Source: an optimization exercise on an open RTL-to-GDS flow (aim: small area). Production flows keep margins and buffers that such runs may drop. In this exercise RTL edits were held to simulation tests only and were not proved equivalent to the original. Power and IR drop assume default switching activity.

--- flow/run.sh ---
#!/bin/bash
# The standard layout (the standard.sh, standard synthesis unchanged),
# with the smallest buffer on the ports, yosys/abc buffers removed instead of
# an early timing repair on the unplaced netlist, and a clock tree of
# mid-size buffers without dummy loads. make's full output goes to
# standard.log.
set -euo pipefail
bash standard.sh finish \
  "REMOVE_ABC_BUFFERS=1" \
  "BUFFER_PORTS_ARGS=-buffer_cell sky130_fd_sc_hd__buf_1" \
  "CTS_ARGS=-sink_clustering_enable -repair_clock_nets -dont_use_dummy_load -buf_list sky130_fd_sc_hd__clkbuf_8 -sink_clustering_size 18 -sink_clustering_max_diameter 45" \
  > standard.log 2>&1
--- standard.sh ---
#!/bin/bash
# synth_recipe.tcl (not shown) runs the flow's synth.tcl, then flattens the netlist and writes it again
# the make line also repeats each setting of config.mk as NAME=value (left out here)
make -C /OpenROAD-flow-scripts/flow DESIGN_CONFIG=/design/flow/config.mk WORK_HOME=/design/flow/orfs CLKGATE_MAP_FILE= SYNTH_SCRIPT=/design/flow/synth_recipe.tcl "${@:-finish}"
--- config.mk ---
export PLATFORM = sky130hd
export DESIGN_NAME = sauria_sa_top
export DESIGN_NICKNAME = sauria_sa_top
export VERILOG_FILES = /design/flow/design.v
export SDC_FILE = /design/flow/constraint.sdc
export NUM_CORES = 4
export LEC_CHECK = 0
export CAP_MARGIN = 20
export CORE_MARGIN = 2
export CORE_UTILIZATION = 50
export PLACE_DENSITY = 0.64
export SLEW_MARGIN = 20
--- constraint.sdc ---
create_clock -name core_clock -period 8.0 [get_ports {i_clk}]
set_input_delay 1.6000 -clock core_clock [delete_from_list [all_inputs] [get_ports {i_clk}]]
set_output_delay 1.6000 -clock core_clock [all_outputs]
set_load 0.01 [all_outputs]
--- design.v ---
module FA 
(
  input logic   A,
  input logic   B,
  input logic   Cin, 
  output logic  S,
  output logic  Co
);
  assign S = A ^ B ^ Cin;
  assign Co = (Cin & A) | (Cin & B) |(A & B);
endmodule 
module HA
(
  input logic   A,
  input logic   B,
  output logic  S,
  output logic  Co
);
  assign S = A ^ B;
  assign Co = A & B;
endmodule
module mul_8x8_signed_bw (
  input  logic [7:0]  a,
  input  logic [7:0]  b,
  input  logic [11:0] R,    
  input  logic [7:0]  P,    
  input  logic [7:4]  RP,   
  input  logic [7:4]  RnP,  
  output logic [15:0] s,
  output logic [15:0] c
);
  logic pp_0_0;
  assign pp_0_0 = (a[0] & b[0]) & P[0];
  logic pp_0_1;
  assign pp_0_1 = (a[1] & b[0]) & P[1];
  logic pp_0_2;
  assign pp_0_2 = ~P[2] | (a[2] & b[0]);
  logic pp_0_3;
  assign pp_0_3 = ~P[3] | (a[3] & b[0]);
  logic pp_0_4;
  assign pp_0_4 = RnP[4] | ((a[4] & b[0]) & R[0]);
  logic pp_0_5;
  assign pp_0_5 = RnP[5] | ((a[5] & b[0]) & R[1]);
  logic pp_0_6;
  assign pp_0_6 = RnP[6] | ((a[6] & b[0]) & R[2]);
  logic pp_0_7;
  assign pp_0_7 = RnP[7] | (~(a[7] & b[0]) & R[3]);
  logic pp_1_0;
  assign pp_1_0 = (a[0] & b[1]) & P[1];
  logic pp_1_1;
  assign pp_1_1 = (a[1] & b[1]) & P[2];
  logic pp_1_2;
  assign pp_1_2 = (a[2] & b[1]) & P[3];
  logic pp_1_3;
  assign pp_1_3 = (a[3] & b[1]) & RP[4];
  logic pp_1_4;
  assign pp_1_4 = (a[4] & b[1]) & RP[5];
  logic pp_1_5;
  assign pp_1_5 = (a[5] & b[1]) & RP[6];
  logic pp_1_6;
  assign pp_1_6 = (a[6] & b[1]) & RP[7];
  logic pp_1_7;
  assign pp_1_7 = ~(a[7] & b[1]) & R[4];
  logic pp_2_0;
  assign pp_2_0 = (a[0] & b[2]) & P[2];
  logic pp_2_1;
  assign pp_2_1 = (a[1] & b[2]) & P[3];
  logic pp_2_2;
  assign pp_2_2 = (a[2] & b[2]) & RP[4];
  logic pp_2_3;
  assign pp_2_3 = (a[3] & b[2]) & RP[5];
  logic pp_2_4;
  assign pp_2_4 = (a[4] & b[2]) & RP[6];
  logic pp_2_5;
  assign pp_2_5 = (a[5] & b[2]) & RP[7];
  logic pp_2_6;
  assign pp_2_6 = (a[6] & b[2]) & R[4];
  logic pp_2_7;
  assign pp_2_7 = ~(a[7] & b[2]) & R[5];
  logic pp_3_0;
  assign pp_3_0 = (a[0] & b[3]) & P[3];
  logic pp_3_1;
  assign pp_3_1 = (a[1] & b[3]) & RP[4];
  logic pp_3_2;
  assign pp_3_2 = (a[2] & b[3]) & RP[5];
  logic pp_3_3;
  assign pp_3_3 = (a[3] & b[3]) & RP[6];
  logic pp_3_4;
  assign pp_3_4 = (a[4] & b[3]) & RP[7];
  logic pp_3_5;
  assign pp_3_5 = (a[5] & b[3]) & R[4];
  logic pp_3_6;
  assign pp_3_6 = (a[6] & b[3]) & R[5];
  logic pp_3_7;
  assign pp_3_7 = ~(a[7] & b[3]) & R[6];
  logic pp_4_0;
  assign pp_4_0 = (a[0] & b[4]) & RP[4];
  logic pp_4_1;
  assign pp_4_1 = (a[1] & b[4]) & RP[5];
  logic pp_4_2;
  assign pp_4_2 = (a[2] & b[4]) & RP[6];
  logic pp_4_3;
  assign pp_4_3 = (a[3] & b[4]) & RP[7];
  logic pp_4_4;
  assign pp_4_4 = (a[4] & b[4]) & R[4];
  logic pp_4_5;
  assign pp_4_5 = (a[5] & b[4]) & R[5];
  logic pp_4_6;
  assign pp_4_6 = (a[6] & b[4]) & R[6];
  logic pp_4_7;
  assign pp_4_7 = ~(a[7] & b[4]) & R[7];
  logic pp_5_0;
  assign pp_5_0 = (a[0] & b[5]) & RP[5];
  logic pp_5_1;
  assign pp_5_1 = (a[1] & b[5]) & RP[6];
  logic pp_5_2;
  assign pp_5_2 = (a[2] & b[5]) & RP[7];
  logic pp_5_3;
  assign pp_5_3 = (a[3] & b[5]) & R[4];
  logic pp_5_4;
  assign pp_5_4 = (a[4] & b[5]) & R[5];
  logic pp_5_5;
  assign pp_5_5 = (a[5] & b[5]) & R[6];
  logic pp_5_6;
  assign pp_5_6 = (a[6] & b[5]) & R[7];
  logic pp_5_7;
  assign pp_5_7 = ~(a[7] & b[5]) & R[8];
  logic pp_6_0;
  assign pp_6_0 = (a[0] & b[6]) & RP[6];
  logic pp_6_1;
  assign pp_6_1 = (a[1] & b[6]) & RP[7];
  logic pp_6_2;
  assign pp_6_2 = (a[2] & b[6]) & R[4];
  logic pp_6_3;
  assign pp_6_3 = (a[3] & b[6]) & R[5];
  logic pp_6_4;
  assign pp_6_4 = (a[4] & b[6]) & R[6];
  logic pp_6_5;
  assign pp_6_5 = (a[5] & b[6]) & R[7];
  logic pp_6_6;
  assign pp_6_6 = (a[6] & b[6]) & R[8];
  logic pp_6_7;
  assign pp_6_7 = ~(a[7] & b[6]) & R[9];
  logic pp_7_0;
  assign pp_7_0 = ~(a[0] & b[7]) & RP[7];
  logic pp_7_1;
  assign pp_7_1 = ~(a[1] & b[7]) & R[4];
  logic pp_7_2;
  assign pp_7_2 = ~(a[2] & b[7]) & R[5];
  logic pp_7_3;
  assign pp_7_3 = ~(a[3] & b[7]) & R[6];
  logic pp_7_4;
  assign pp_7_4 = ~(a[4] & b[7]) & R[7];
  logic pp_7_5;
  assign pp_7_5 = ~(a[5] & b[7]) & R[8];
  logic pp_7_6;
  assign pp_7_6 = ~(a[6] & b[7]) & R[9];
  logic pp_7_7;
  assign pp_7_7 = (a[7] & b[7]) & R[10];
  logic fs0, fc0;
  logic fs1, fc1;
  logic fs2, fc2;
  logic fs3, fc3;
  logic fs4, fc4;
  logic fs5, fc5;
  logic fs6, fc6;
  logic fs7, fc7;
  logic fs8, fc8;
  logic fs9, fc9;
  logic fs10, fc10;
  logic fs11, fc11;
  logic fs12, fc12;
  logic fs13, fc13;
  logic fs14, fc14;
  logic fs15, fc15;
  logic fs16, fc16;
  logic fs17, fc17;
  logic fs18, fc18;
  logic fs19, fc19;
  logic fs20, fc20;
  logic fs21, fc21;
  logic fs22, fc22;
  logic fs23, fc23;
  logic fs24, fc24;
  logic fs25, fc25;
  logic fs26, fc26;
  logic fs27, fc27;
  logic fs28, fc28;
  logic fs29, fc29;
  logic fs30, fc30;
  logic fs31, fc31;
  logic fs32, fc32;
  logic fs33, fc33;
  logic fs34, fc34;
  logic fs35, fc35;
  logic fs36, fc36;
  logic fs37, fc37;
  logic fs38, fc38;
  logic fs39, fc39;
  logic fs40, fc40;
  logic fs41, fc41;
  HA ha0 (.A(pp_0_6), .B(pp_1_5), .S(fs0), .Co(fc0));
  FA fa1 (.A(pp_0_7), .B(pp_1_6), .Cin(pp_2_5), .S(fs1), .Co(fc1));
  HA ha2 (.A(pp_3_4), .B(pp_4_3), .S(fs2), .Co(fc2));
  FA fa3 (.A(pp_1_7), .B(pp_2_6), .Cin(pp_3_5), .S(fs3), .Co(fc3));
  FA fa4 (.A(pp_4_4), .B(pp_5_3), .Cin(pp_6_2), .S(fs4), .Co(fc4));
  FA fa5 (.A(pp_2_7), .B(pp_3_6), .Cin(pp_4_5), .S(fs5), .Co(fc5));
  HA ha6 (.A(pp_0_4), .B(pp_1_3), .S(fs6), .Co(fc6));
  FA fa7 (.A(pp_0_5), .B(pp_1_4), .Cin(pp_2_3), .S(fs7), .Co(fc7));
  HA ha8 (.A(pp_3_2), .B(pp_4_1), .S(fs8), .Co(fc8));
  FA fa9 (.A(fs0), .B(pp_2_4), .Cin(pp_3_3), .S(fs9), .Co(fc9));
  FA fa10 (.A(pp_4_2), .B(pp_5_1), .Cin(pp_6_0), .S(fs10), .Co(fc10));
  FA fa11 (.A(fc0), .B(fs1), .Cin(fs2), .S(fs11), .Co(fc11));
  FA fa12 (.A(pp_5_2), .B(pp_6_1), .Cin(pp_7_0), .S(fs12), .Co(fc12));
  FA fa13 (.A(fc1), .B(fc2), .Cin(fs3), .S(fs13), .Co(fc13));
  FA fa14 (.A(fs4), .B(pp_7_1), .Cin(R[4]), .S(fs14), .Co(fc14));
  FA fa15 (.A(fc3), .B(fc4), .Cin(fs5), .S(fs15), .Co(fc15));
  FA fa16 (.A(pp_5_4), .B(pp_6_3), .Cin(pp_7_2), .S(fs16), .Co(fc16));
  FA fa17 (.A(fc5), .B(pp_3_7), .Cin(pp_4_6), .S(fs17), .Co(fc17));
  FA fa18 (.A(pp_5_5), .B(pp_6_4), .Cin(pp_7_3), .S(fs18), .Co(fc18));
  FA fa19 (.A(pp_4_7), .B(pp_5_6), .Cin(pp_6_5), .S(fs19), .Co(fc19));
  HA ha20 (.A(pp_0_3), .B(pp_1_2), .S(fs20), .Co(fc20));
  FA fa21 (.A(fs6), .B(pp_2_2), .Cin(pp_3_1), .S(fs21), .Co(fc21));
  FA fa22 (.A(fc6), .B(fs7), .Cin(fs8), .S(fs22), .Co(fc22));
  FA fa23 (.A(fc7), .B(fc8), .Cin(fs9), .S(fs23), .Co(fc23));
  FA fa24 (.A(fc9), .B(fc10), .Cin(fs11), .S(fs24), .Co(fc24));
  FA fa25 (.A(fc11), .B(fc12), .Cin(fs13), .S(fs25), .Co(fc25));
  FA fa26 (.A(fc13), .B(fc14), .Cin(fs15), .S(fs26), .Co(fc26));
  FA fa27 (.A(fc15), .B(fc16), .Cin(fs17), .S(fs27), .Co(fc27));
  FA fa28 (.A(fc17), .B(fc18), .Cin(fs19), .S(fs28), .Co(fc28));
  FA fa29 (.A(fc19), .B(pp_5_7), .Cin(pp_6_6), .S(fs29), .Co(fc29));
  HA ha30 (.A(pp_0_2), .B(pp_1_1), .S(fs30), .Co(fc30));
  FA fa31 (.A(fs20), .B(pp_2_1), .Cin(pp_3_0), .S(fs31), .Co(fc31));
  FA fa32 (.A(fc20), .B(fs21), .Cin(pp_4_0), .S(fs32), .Co(fc32));
  FA fa33 (.A(fc21), .B(fs22), .Cin(pp_5_0), .S(fs33), .Co(fc33));
  FA fa34 (.A(fc22), .B(fs23), .Cin(fs10), .S(fs34), .Co(fc34));
  FA fa35 (.A(fc23), .B(fs24), .Cin(fs12), .S(fs35), .Co(fc35));
  FA fa36 (.A(fc24), .B(fs25), .Cin(fs14), .S(fs36), .Co(fc36));
  FA fa37 (.A(fc25), .B(fs26), .Cin(fs16), .S(fs37), .Co(fc37));
  FA fa38 (.A(fc26), .B(fs27), .Cin(fs18), .S(fs38), .Co(fc38));
  FA fa39 (.A(fc27), .B(fs28), .Cin(pp_7_4), .S(fs39), .Co(fc39));
  FA fa40 (.A(fc28), .B(fs29), .Cin(pp_7_5), .S(fs40), .Co(fc40));
  FA fa41 (.A(fc29), .B(pp_6_7), .Cin(pp_7_6), .S(fs41), .Co(fc41));
  assign s[0] = pp_0_0;
  assign c[0] = 1'b0;
  assign s[1] = pp_0_1;
  assign c[1] = pp_1_0;
  assign s[2] = fs30;
  assign c[2] = pp_2_0;
  assign s[3] = fc30;
  assign c[3] = fs31;
  assign s[4] = fc31;
  assign c[4] = fs32;
  assign s[5] = fc32;
  assign c[5] = fs33;
  assign s[6] = fc33;
  assign c[6] = fs34;
  assign s[7] = fc34;
  assign c[7] = fs35;
  assign s[8] = fc35;
  assign c[8] = fs36;
  assign s[9] = fc36;
  assign c[9] = fs37;
  assign s[10] = fc37;
  assign c[10] = fs38;
  assign s[11] = fc38;
  assign c[11] = fs39;
  assign s[12] = fc39;
  assign c[12] = fs40;
  assign s[13] = fc40;
  assign c[13] = fs41;
  assign s[14] = fc41;
  assign c[14] = pp_7_7;
  assign s[15] = R[11];
  assign c[15] = 1'b0;
endmodule
module multiplier_generic (
    input  logic [7:0]  i_a,
    input  logic [7:0]  i_b,
    input  logic [11:0] i_mult_res_mask,
    input  logic [7:0]  i_mult_appr_mask,
    input  logic [7:4]  i_rp,        
    input  logic [7:4]  i_rnp,       
    output logic [15:0] o_prod
);
logic [15:0] s, c, t;
logic        sign_res;
mul_8x8_signed_bw tree_i (
    .a (i_a),
    .b (i_b),
    .R (i_mult_res_mask),
    .P (i_mult_appr_mask),
    .RP  (i_rp),
    .RnP (i_rnp),
    .s (s),
    .c (c)
);
adder_ideal #(.W(16), .BLK(10)) cpa_i (.i_p(s), .i_c(c), .i_ci(1'b0), .o_c(t), .o_co());
assign sign_res = i_a[7] ^ i_b[7];
assign o_prod[3:0]  = t[3:0];
assign o_prod[15:4] = (i_mult_res_mask & t[15:4]) | (~i_mult_res_mask & {12{sign_res}});
endmodule
module adder_ideal #(
    parameter W   = 16,
    parameter BLK = 8
)(
    input  logic [W-1:0] i_p,
    input  logic [W-1:0] i_c,
    input  logic         i_ci,
    output logic [W-1:0] o_c,
    output logic         o_co
);
localparam NB = (W + BLK - 1) / BLK;
logic [NB:0] bc;     
assign bc[0] = i_ci;
genvar k, n;
generate
    for (n = 0; n < NB; n++) begin : blk
        localparam LO = n * BLK;
        localparam HI = ((n + 1) * BLK < W) ? (n + 1) * BLK : W;
        if (n == 0) begin : first
            logic [HI-LO:0] cy;
            assign cy[0] = bc[0];
            for (k = LO; k < HI; k++) begin : bits
                FA fa_i (.A(i_p[k]), .B(i_c[k]), .Cin(cy[k-LO]), .S(o_c[k]), .Co(cy[k-LO+1]));
            end
            assign bc[1] = cy[HI-LO];
        end else begin : inc
            logic [HI-LO:0] cy, all1;
            logic [HI-LO-1:0] s;
            assign cy[0] = 1'b0;
            assign all1[0] = 1'b1;
            for (k = LO; k < HI; k++) begin : bits
                FA fa_i (.A(i_p[k]), .B(i_c[k]), .Cin(cy[k-LO]), .S(s[k-LO]), .Co(cy[k-LO+1]));
                assign all1[k-LO+1] = all1[k-LO] & s[k-LO];
                assign o_c[k] = s[k-LO] ^ (bc[n] & all1[k-LO]);
            end
            assign bc[n+1] = cy[HI-LO] | (bc[n] & all1[HI-LO]);
        end
    end
endgenerate
assign o_co = bc[NB];
endmodule
module adder_generic #(
    parameter BLK = 10
)(
    input  logic [15:0] i_p,       
    input  logic [15:0] i_c_lo,    
    output logic [15:0] o_lo,      
    output logic        o_ps,      
    output logic        o_pc,
    input  logic [15:0] i_hi,      
    input  logic        i_ps,      
    input  logic        i_pc,
    output logic [15:0] o_hi       
);
adder_ideal #(.W(16), .BLK(BLK)) lo_i (
    .i_p  (i_p),
    .i_c  (i_c_lo),
    .i_ci (1'b0),
    .o_c  (o_lo),
    .o_co (o_pc)
);
assign o_ps = i_p[15];
logic [16:0] tg;
assign tg[0] = i_ps ^ i_pc;
genvar k;
generate
    for (k = 0; k < 16; k++) begin : hi
        assign tg[k+1]  = tg[k] & (i_hi[k] ^ i_ps);
        assign o_hi[k]  = i_hi[k] ^ tg[k];
    end
endgenerate
endmodule
module zero_det_neg (
    input  logic [7:0] i_a,
    input  logic [7:0] i_b,
    input  logic [1:0] i_thres,
    output logic       o_zero_det
);
logic a_s3, a_s2, a_s1, b_s3, b_s2, b_s1, neg_det;
assign a_s3 = (i_a[7:3] == 5'b00000) | (i_a[7:3] == 5'b11111);
assign a_s2 = a_s3 & (i_a[2] == i_a[3]);
assign a_s1 = a_s2 & (i_a[1] == i_a[2]);
assign b_s3 = (i_b[7:3] == 5'b00000) | (i_b[7:3] == 5'b11111);
assign b_s2 = b_s3 & (i_b[2] == i_b[3]);
assign b_s1 = b_s2 & (i_b[1] == i_b[2]);
always_comb begin
    case (i_thres)
        2'd1:    neg_det = a_s1 & b_s1;
        2'd2:    neg_det = a_s2 & b_s2;
        2'd3:    neg_det = a_s3 & b_s3;
        default: neg_det = 1'b0;
    endcase
end
assign o_zero_det = (i_a == 8'd0) | (i_b == 8'd0) | neg_det;
endmodule
module sa_processing_element #(
    parameter PRIM_A  = 0,   
    parameter PRIM_B  = 0,   
    parameter PRIM_C  = 0,   
    parameter TRUE_SC = 0    
)(
    input  logic        i_clk,
    input  logic        i_rstn,
    input  logic        i_z,
    input  logic        i_clear,
    input  logic        i_en,
    input  logic        i_cscan_en,
    input  logic [7:0]  i_a,
    input  logic [7:0]  i_b,
    input  logic        i_cswitch,
    input  logic [31:0] i_c,
    input  logic [11:0] i_mult_res_mask,
    input  logic [7:0]  i_mult_appr_mask,
    input  logic [7:4]  i_rp,
    input  logic [7:4]  i_rnp,
    input  logic [1:0]  i_thres,
    output logic [7:0]  o_a,
    output logic [7:0]  o_b,
    output logic        o_cswitch,
    output logic [31:0] o_c
);
logic [7:0]  a_q, b_q;
logic        cswitch_q;
logic [15:0] mac_lo_q, mac_hi_q, mac_hi;
logic        mac_ps_q, mac_pc_q, ps_d, pc_d;
logic [31:0] mac_q, mac_sc_q;
logic [15:0] mul_q;
logic        nz, ld_a, ld_b, hold;
logic        zero_det, ld_mul, add_en, cswitch_eff;
logic        sel_sc, sel_mac, sc_mac, sc_in, sc_hold;
logic [15:0] prod, addend;
logic [31:0] acc_in, sc_d;
logic [15:0] lo_d;
assign nz   = ~i_z;
assign ld_a = i_en & ((PRIM_A != 0) | nz);
assign ld_b = i_en & ((PRIM_B != 0) | nz);
assign hold = ~i_en & nz;
always_ff @(posedge i_clk) begin
    a_q       <= ({8{ld_a}} & i_a) | ({8{hold}} & a_q);
    b_q       <= ({8{ld_b}} & i_b) | ({8{hold}} & b_q);
    cswitch_q <= (ld_b & i_cswitch) | (hold & cswitch_q);
end
zero_det_neg zero_det_neg_i (
    .i_a        (a_q),
    .i_b        (b_q),
    .i_thres    (i_thres),
    .o_zero_det (zero_det)
);
multiplier_generic multiplier_i (
    .i_a              (a_q),
    .i_b              (b_q),
    .i_mult_res_mask  (i_mult_res_mask),
    .i_mult_appr_mask (i_mult_appr_mask),
    .i_rp             (i_rp),
    .i_rnp            (i_rnp),
    .o_prod           (prod)
);
assign ld_mul = i_en & nz & ~zero_det;
always_ff @(posedge i_clk) begin
    mul_q <= ({16{ld_mul}} & prod) | ({16{hold}} & mul_q);
end
assign cswitch_eff = cswitch_q & nz;
assign add_en      = i_en & nz;
assign addend      = {16{add_en}} & mul_q;
assign mac_q   = {mac_hi, mac_lo_q};
assign sel_sc  = i_en & cswitch_eff;
assign sel_mac = nz & ~sel_sc;
assign acc_in  = ({32{sel_sc}} & mac_sc_q) | ({32{sel_mac}} & mac_q);
adder_generic adder_i (
    .i_p    (addend),
    .i_c_lo (acc_in[15:0]),
    .o_lo   (lo_d),
    .o_ps   (ps_d),
    .o_pc   (pc_d),
    .i_hi   (mac_hi_q),
    .i_ps   (mac_ps_q),
    .i_pc   (mac_pc_q),
    .o_hi   (mac_hi)
);
always_ff @(posedge i_clk) begin
    mac_lo_q <= lo_d;
    mac_hi_q <= acc_in[31:16];
    mac_ps_q <= ps_d;
    mac_pc_q <= pc_d;
end
logic sc_keep;
assign sc_keep = (TRUE_SC == 0) | ~i_clear;
assign sc_mac  = sc_keep & i_en & cswitch_eff;
assign sc_in   = sc_keep & i_en & ~cswitch_eff & i_cscan_en & ((PRIM_C != 0) | nz);
assign sc_hold = sc_keep & nz & ~(i_en & (cswitch_eff | i_cscan_en));
assign sc_d    = ({32{sc_mac}} & mac_q) | ({32{sc_in}} & i_c) | ({32{sc_hold}} & mac_sc_q);
generate
    if (TRUE_SC != 0) begin : g_true_sc
        always_ff @(posedge i_clk or negedge i_rstn) begin
            if (~i_rstn) begin
                mac_sc_q <= '0;
            end else begin
                mac_sc_q <= sc_d;
            end
        end
    end else begin : g_raw_sc
        always_ff @(posedge i_clk) begin
            mac_sc_q <= sc_d;
        end
    end
endgenerate
assign o_a       = a_q;
assign o_b       = b_q;
assign o_cswitch = cswitch_q;
assign o_c       = mac_sc_q;
endmodule
module sa_array #(
    parameter X = 4,
    parameter Y = 4
)(
    input  logic                 i_clk,
    input  logic                 i_rstn,
    input  logic [0:Y-1][7:0]    i_a_arr,
    input  logic [0:X-1][7:0]    i_b_arr,
    input  logic [0:Y-1][31:0]   i_c_arr,
    input  logic                 i_reg_clear,
    input  logic                 i_pipeline_en,
    input  logic [0:X-1]         i_cswitch_arr,
    input  logic                 i_cscan_en,
    input  logic [1:0]           i_thres,
    input  logic [11:0]          i_mult_res_mask,
    input  logic [7:0]           i_mult_appr_mask,
    output logic [0:Y-1][31:0]   o_c_arr
);
logic z_q;
always_ff @(posedge i_clk or negedge i_rstn) begin
    if (~i_rstn) begin
        z_q <= 1'b1;
    end else begin
        z_q <= i_reg_clear;
    end
end
logic [1:0]  thres_q;
always_ff @(posedge i_clk) begin
    if (i_pipeline_en) begin
        thres_q <= i_thres;
    end
end
logic [7:4] rp, rnp;
assign rp  = i_mult_res_mask[3:0] & i_mult_appr_mask[7:4];
assign rnp = i_mult_res_mask[3:0] & ~i_mult_appr_mask[7:4];
logic [0:Y-1][0:X][7:0]    mat_a;
logic [0:Y][0:X-1][7:0]    mat_b;
logic [0:Y-1][0:X][31:0]   mat_c;
logic [0:Y][0:X-1]         mat_cswitch;
genvar i, j;
generate
    for (j = 0; j < Y; j++) begin : y_ios
        assign mat_a[j][0] = i_a_arr[j];
        assign mat_c[j][X] = i_c_arr[j];
        assign o_c_arr[j]  = mat_c[j][0];
    end
    for (i = 0; i < X; i++) begin : x_ios
        assign mat_b[0][i]       = i_b_arr[i];
        assign mat_cswitch[0][i] = i_cswitch_arr[i];
    end
    for (j = 0; j < Y; j++) begin : y_axis
        for (i = 0; i < X; i++) begin : x_axis
            sa_processing_element #(
                .PRIM_A  (i == 0),
                .PRIM_B  (j == 0),
                .PRIM_C  (i == X-1),
                .TRUE_SC (i == 0)
            ) sa_processing_element_i (
                .i_clk            (i_clk),
                .i_rstn           (i_rstn),
                .i_z              (z_q),
                .i_clear          (i_reg_clear),
                .i_en             (i_pipeline_en),
                .i_cscan_en       (i_cscan_en),
                .i_a              (mat_a[j][i]),
                .i_b              (mat_b[j][i]),
                .i_cswitch        (mat_cswitch[j][i]),
                .i_c              (mat_c[j][i+1]),
                .i_mult_res_mask  (i_mult_res_mask),
                .i_mult_appr_mask (i_mult_appr_mask),
                .i_rp             (rp),
                .i_rnp            (rnp),
                .i_thres          (thres_q),
                .o_a              (mat_a[j][i+1]),
                .o_b              (mat_b[j+1][i]),
                .o_cswitch        (mat_cswitch[j+1][i]),
                .o_c              (mat_c[j][i])
            );
        end
    end
endgenerate
endmodule
module sauria_sa_top #(
    parameter X = 4,
    parameter Y = 4,
    parameter IA_W = 8,
    parameter IB_W = 8,
    parameter OC_W = 32,
    parameter TH_W = 2,
    parameter MULT_RES_MASK_W = 12,
    parameter MULT_APPR_MASK_W = 8
)(
    input  logic                        i_clk,
    input  logic                        i_rstn,
    input  logic [Y*IA_W-1:0]           i_a_arr,         
    input  logic [X*IB_W-1:0]           i_b_arr,         
    input  logic [Y*OC_W-1:0]           i_c_arr,         
    input  logic                        i_reg_clear,
    input  logic                        i_pipeline_en,
    input  logic [X-1:0]                i_cswitch_arr,   
    input  logic                        i_cscan_en,
    input  logic [TH_W-1:0]             i_thres,
    input  logic [MULT_RES_MASK_W-1:0]  i_mult_res_mask,
    input  logic [MULT_APPR_MASK_W-1:0] i_mult_appr_mask,
    output logic [Y*OC_W-1:0]           o_c_arr          
);
logic [0:Y-1][IA_W-1:0] a_arr;
logic [0:X-1][IB_W-1:0] b_arr;
logic [0:Y-1][OC_W-1:0] c_arr, oc_arr;
logic [0:X-1]           cswitch_arr;
genvar j, i;
generate
    for (j = 0; j < Y; j++) begin : rows
        assign a_arr[j] = i_a_arr[j*IA_W +: IA_W];
        assign c_arr[j] = i_c_arr[j*OC_W +: OC_W];
        assign o_c_arr[j*OC_W +: OC_W] = oc_arr[j];
    end
    for (i = 0; i < X; i++) begin : cols
        assign b_arr[i] = i_b_arr[i*IB_W +: IB_W];
        assign cswitch_arr[i] = i_cswitch_arr[i];
    end
endgenerate
sa_array #(
    .X(X),
    .Y(Y)
) sa_array_i (
    .i_clk            (i_clk),
    .i_rstn           (i_rstn),
    .i_a_arr          (a_arr),
    .i_b_arr          (b_arr),
    .i_c_arr          (c_arr),
    .i_reg_clear      (i_reg_clear),
    .i_pipeline_en    (i_pipeline_en),
    .i_cswitch_arr    (cswitch_arr),
    .i_cscan_en       (i_cscan_en),
    .i_thres          (i_thres),
    .i_mult_res_mask  (i_mult_res_mask),
    .i_mult_appr_mask (i_mult_appr_mask),
    .o_c_arr          (oc_arr)
);
endmodule
==> key figures <==
Logic synthesis
  • Seq/Total Area, Yosys: 31.5%
  • Cell area after synthesis: 0.103 mm2
  • Post-synth EDFFs: 2
  • Avg Cell Area, Syn: a little over 9 um2
  • Flops & latches, synth: 1587
  • Netlist cell types: 78
  • Post-synth top area cell: dfxtp_1
  • Post-synthesis cell count: 11100
  • Async set or reset register ratio after synthesis: 8.13%
  • Ys Warns: 8
  • Top-area cell type share of the netlist area: 28.3%
  • Synth top area cells: dfxtp_1 28%, fa_1 19%, inv_1 4.8%
  • Top FF cell, synth: dfxtp_1

Floorplan
  • Full die area: around 0.21 mm2
  • Core Area: 0.205 mm2
  • I/O pins: 351
  • Die X: ~460 um
  • Initial Util: between 50% and 60%
  • Num rows: 166
  • Die H: 458 um

Drt
  • Iter 0 DRT Violations: 8678
  • Post-route DRC: 0
  • Vias/cell: 6.05
  • WL/cell: 23.3 um
  • Met3 WL: 25.4 mm
  • Final ANT Viol Nets: 0
  • Met1 WL: approximately 130 mm
  • Vias: 82000
  • DR pass1 iterations: 14
  • Routed WL: 316 mm
  • Detail Route met2 WL: 146 mm
  • DR top layer: met5

STA
  • Headroom to the max-slew limit: 25.3%
  • Fmax: 145 MHz
  • Clock skew: 106 ps
  • Worst-Margin Slew: approximately 1100 ps
  • Final hold vios: 0
  • Final min period: between 6000 and 7000 ps
  • Final Cycle Share: 86.2%
  • Final number of setup-violating endpoints: 0
  • Pins over their slew limit: 0
  • RSZ-0062 raised after global routing: no

Power and ir drop
  • Sequential power share: about 53%
  • Clk network pwr share: 32.6%
  • Switching power: 4.74 mW
  • PD cells: 149 mW/mm2
  • Static Leak: 47.4 nW
  • Gate power share: around 15%
  • Sw frac: 29.4%
  • Total Power: between 15 and 20 mW
  • Peak supply drop: around 0.19 mV
  • Int Pwr: 11.4 mW

Worst setup path
  • Worst path max stage delay: 700 ps
  • Worst path slowest cell: nor2b_4
  • WP buf/inv: 4
  • Endpoint class of the critical path: flop
  • Data arrival time of the worst path: between 7000 and 8000 ps
  • Cell family with most CP delay: adder cells
  • Worst path cell trace: clkbuf_4 -> nor2b_4 -> buf_12 -> and2_1 -> a22o_1 -> ha_1 -> fa_1 -> inv_1 -> fa_1 -> fa_1 -> fa_1 -> fa_1 -> fa_1 -> fa_1 -> fa_1 -> inv_1 -> fa_1 -> nand4_1 -> or3_1 -> xor2_1
  • Critical path's most frequent cell: fa_1
  • CP Launch Type: input pin
  • Critical path class: in -> reg
  • Critical Path Fanout Max: 31
  • Worst EP required: ~8900 ps

Placement
  • Final GP Congestion: roughly 0.92
  • DP Wirelength: 224 mm
  • IO Port Bufs: 350

Clock tree
  • Post-CTS resize count: 0
  • Clock Pin Slew Worst Setup and Hold Paths: 80 ps
  • Post-CTS Setup Inserts: 0
  • H-tree levels: 4
  • CTS Buf Count: 214
  • Clk latency of the worst-skew pair: 1020 ps
  • Clock root buffer: clkbuf_8
  • TritonCTS Sinks: 1587
  • CTS tree: yes
  • Post-CTS Hold Fix Bufs: 0
  • Max Root-Sink Buffers: 3

Job
  • Max-cap violations: 0

Layout
  • Commonest non-fill, non-tap cell in the layout: dfxtp_1
  • Most frequent cells in the layout: 1456 x dfxtp_1, 1306 x inv_1, 1014 x nand2_1
  • Synth-to-Final Area Change: 5.15%
  • Layout Utilization: 52.9%
  • Final net count: 12300
  • Filler instances: 18600
  • Proportion of layout cells with a drive suffix above 1: 5.42%

GRT
  • Number of global-route vias before repair: 82300
  • Grt total ovfl: 0
  • Largest net degree at the start of global routing: 100
  • Total GRT Usage: 29.7%
  • Global-route wire length before repair: 487 mm
  • Initial antenna violation count: 17

Worst hold path
  • HP Class: reg -> reg

Run status
  • Status: no timing/DRC/antenna violations
==> through the flow <==
| stage | setup slack, ps | setup TNS, ps | hold WS [ps] | area (um2) | cells |
|---|---|---|---|---|---|
| 2_1_floorplan | -7990 | -7051720 | 417 | 98500 | 10100 |
| 3_3_place_gp | 134 | 0 | 433 | 105000 | 13300 |
| 3_5_place_dp | 114 | 0 | 438 | 105000 | 13300 |
| 4_1_cts | 1170 | 0 | 412 | 108000 | 13500 |
| 5_1_grt | 844 | 0 | 443 | 108000 | 13500 |
| 6_report | 1100 | 0 | 416 | 108000 | 13600 |
==> flip-flops by register name, indices dropped and copies added (netlist names) <==
signal and count:
sa_array_i.y_axis.x_axis.sa_processing_element_i.mac_pc_q 16, sa_array_i.y_axis.x_axis.sa_processing_element_i.mac_ps_q 16, sa_array_i.z_q 1, sa_array_i.thres_q 2
sa_array_i.y_axis.x_axis.sa_processing_element_i.mac_hi_q 256, sa_array_i.y_axis.x_axis.sa_processing_element_i.a_q 128, sa_array_i.y_axis.x_axis.sa_processing_element_i.mul_q 256, sa_array_i.y_axis.x_axis.sa_processing_element_i.mac_lo_q 256
sa_array_i.y_axis.x_axis.sa_processing_element_i.mac_sc_q 512, sa_array_i.y_axis.x_axis.sa_processing_element_i.cswitch_q 16, sa_array_i.y_axis.x_axis.sa_processing_element_i.b_q 128
==> cells by family (layout without fill, tap and decap cells) <==
kind of cell	Yosys count	count (layout)	synth area share, %
simple gates	2911	2911	14.6
flops	1587	1587	31.5
mux	301	301	2.94
fa+ha+maj	1232	1232	22.1
xor+xnor	486	486	4.14
buf+inv	2340	2086	9.09
other cells	0	14	0
compound gates	2246	2246	15.6
==> layer usage <==
metal / GRT usage [%] / vias up
met5: 0 / -
met2: 47.8 / 3343
li1: - / 36800
met4: 14.4 / 8
met3: 4.74 / 713
met1: 39.1 / 41200
==> cell type report <==
| cell class | count | area [um2] | area share (%) |
|---|---|---|---|
| sequential | 1587 | 32400 | 30.0 |
| clock buffer | 214 | 2950 | 2.72 |
| antenna | 14 | 35.0 | 0.0324 |
| inverter | 1311 | 4930 | 4.55 |
| timing repair buffer | 561 | 3260 | 3.01 |
| tap | 2688 | 3360 | 3.11 |
| multi-input combinational | 7176 | 61200 | 56.6 |
==> worst min-delay path: stages (launching register included) <==
cell and delay [ps]:
dfxtp_1 310, a222oi_1 60, inv_1 50
==> cells in the mapped netlist, types with 18 or more instances <==
cell	count
dfxtp_1	1456
inv_1	1307
nand2_1	1014
fa_1	976
clkbuf_1	810
and3_1	609
o21ai_0	500
nor2_1	383
a22o_1	375
nand3_1	308
mux2i_1	291
xnor2_1	288
a22oi_1	287
a222oi_1	274
ha_1	256
a21oi_1	224
xor2_1	198
a21boi_0	192
o21ai_1	169
and2_1	166
buf_4	131
dfrtp_1	128
buf_1	49
nand4_1	49
o22ai_1	38
nor3b_1	37
a211oi_1	34
buf_2	34
nor4b_1	32
or3b_2	27
and3b_1	26
or4_1	26
or3_1	25
nor3_1	24
nand3b_1	23
or4b_1	23
a21o_1	22
and4b_1	21
or4b_2	20
a31oi_1	19
a32o_1	18
nor2b_1	18
==> power by group through the flow <==
stage	Sequential (mW)	Clock (mW)	Combinational, mW
floorplan	8.50	0	1.43
global route	8.52	5.66	2.60
global placement	8.66	0	2.27
detailed placement	8.66	0	2.32
finish	8.51	5.24	2.34
CTS	8.49	5.36	2.33
==> path summary, 6_finish.rpt <==
kind,startpoint,to,slack (ps),depth (start not counted)
max in group asynchronous,i_rstn,asynchronous set/reset pin,6130,2
min,flop,flop,420,2
max reg2reg,sa_array_i.z_q,flop,1320,19
min in group asynchronous,i_rstn,asynchronous set/reset pin,650,1
max,i_pipeline_en,flop,1100,20
min reg2reg,flop,flop,420,2

## afterwards: timing with drivers on the ports
No port has a modelled driver above. Below, the same layout with a new extraction and two added sets of constraints.
Step 1, drivers: a clkbuf_16 drives i_clk and a buf_2 each remaining input, both assumed.
Step 2 adds t to the input delays and takes it off the output delays; t is the mean of the earliest and latest rising clock arrival at the registers after step 1. Input paths then give back, and output paths get back, about the clock's delay inside the block.
a / b / c = no drivers / after step 1 / after step 2; a / b = the first two.
shift t [ns]: 1.044
setup WS [ns]: 1.101 / 1.121 / 0.077
worst slew at a driven data input, ns: 0.16
After both steps setup and hold are still met in this run. For this run, drivers alone change the setup slack by +0.020 ns; drivers and shift together by -1.024 ns.
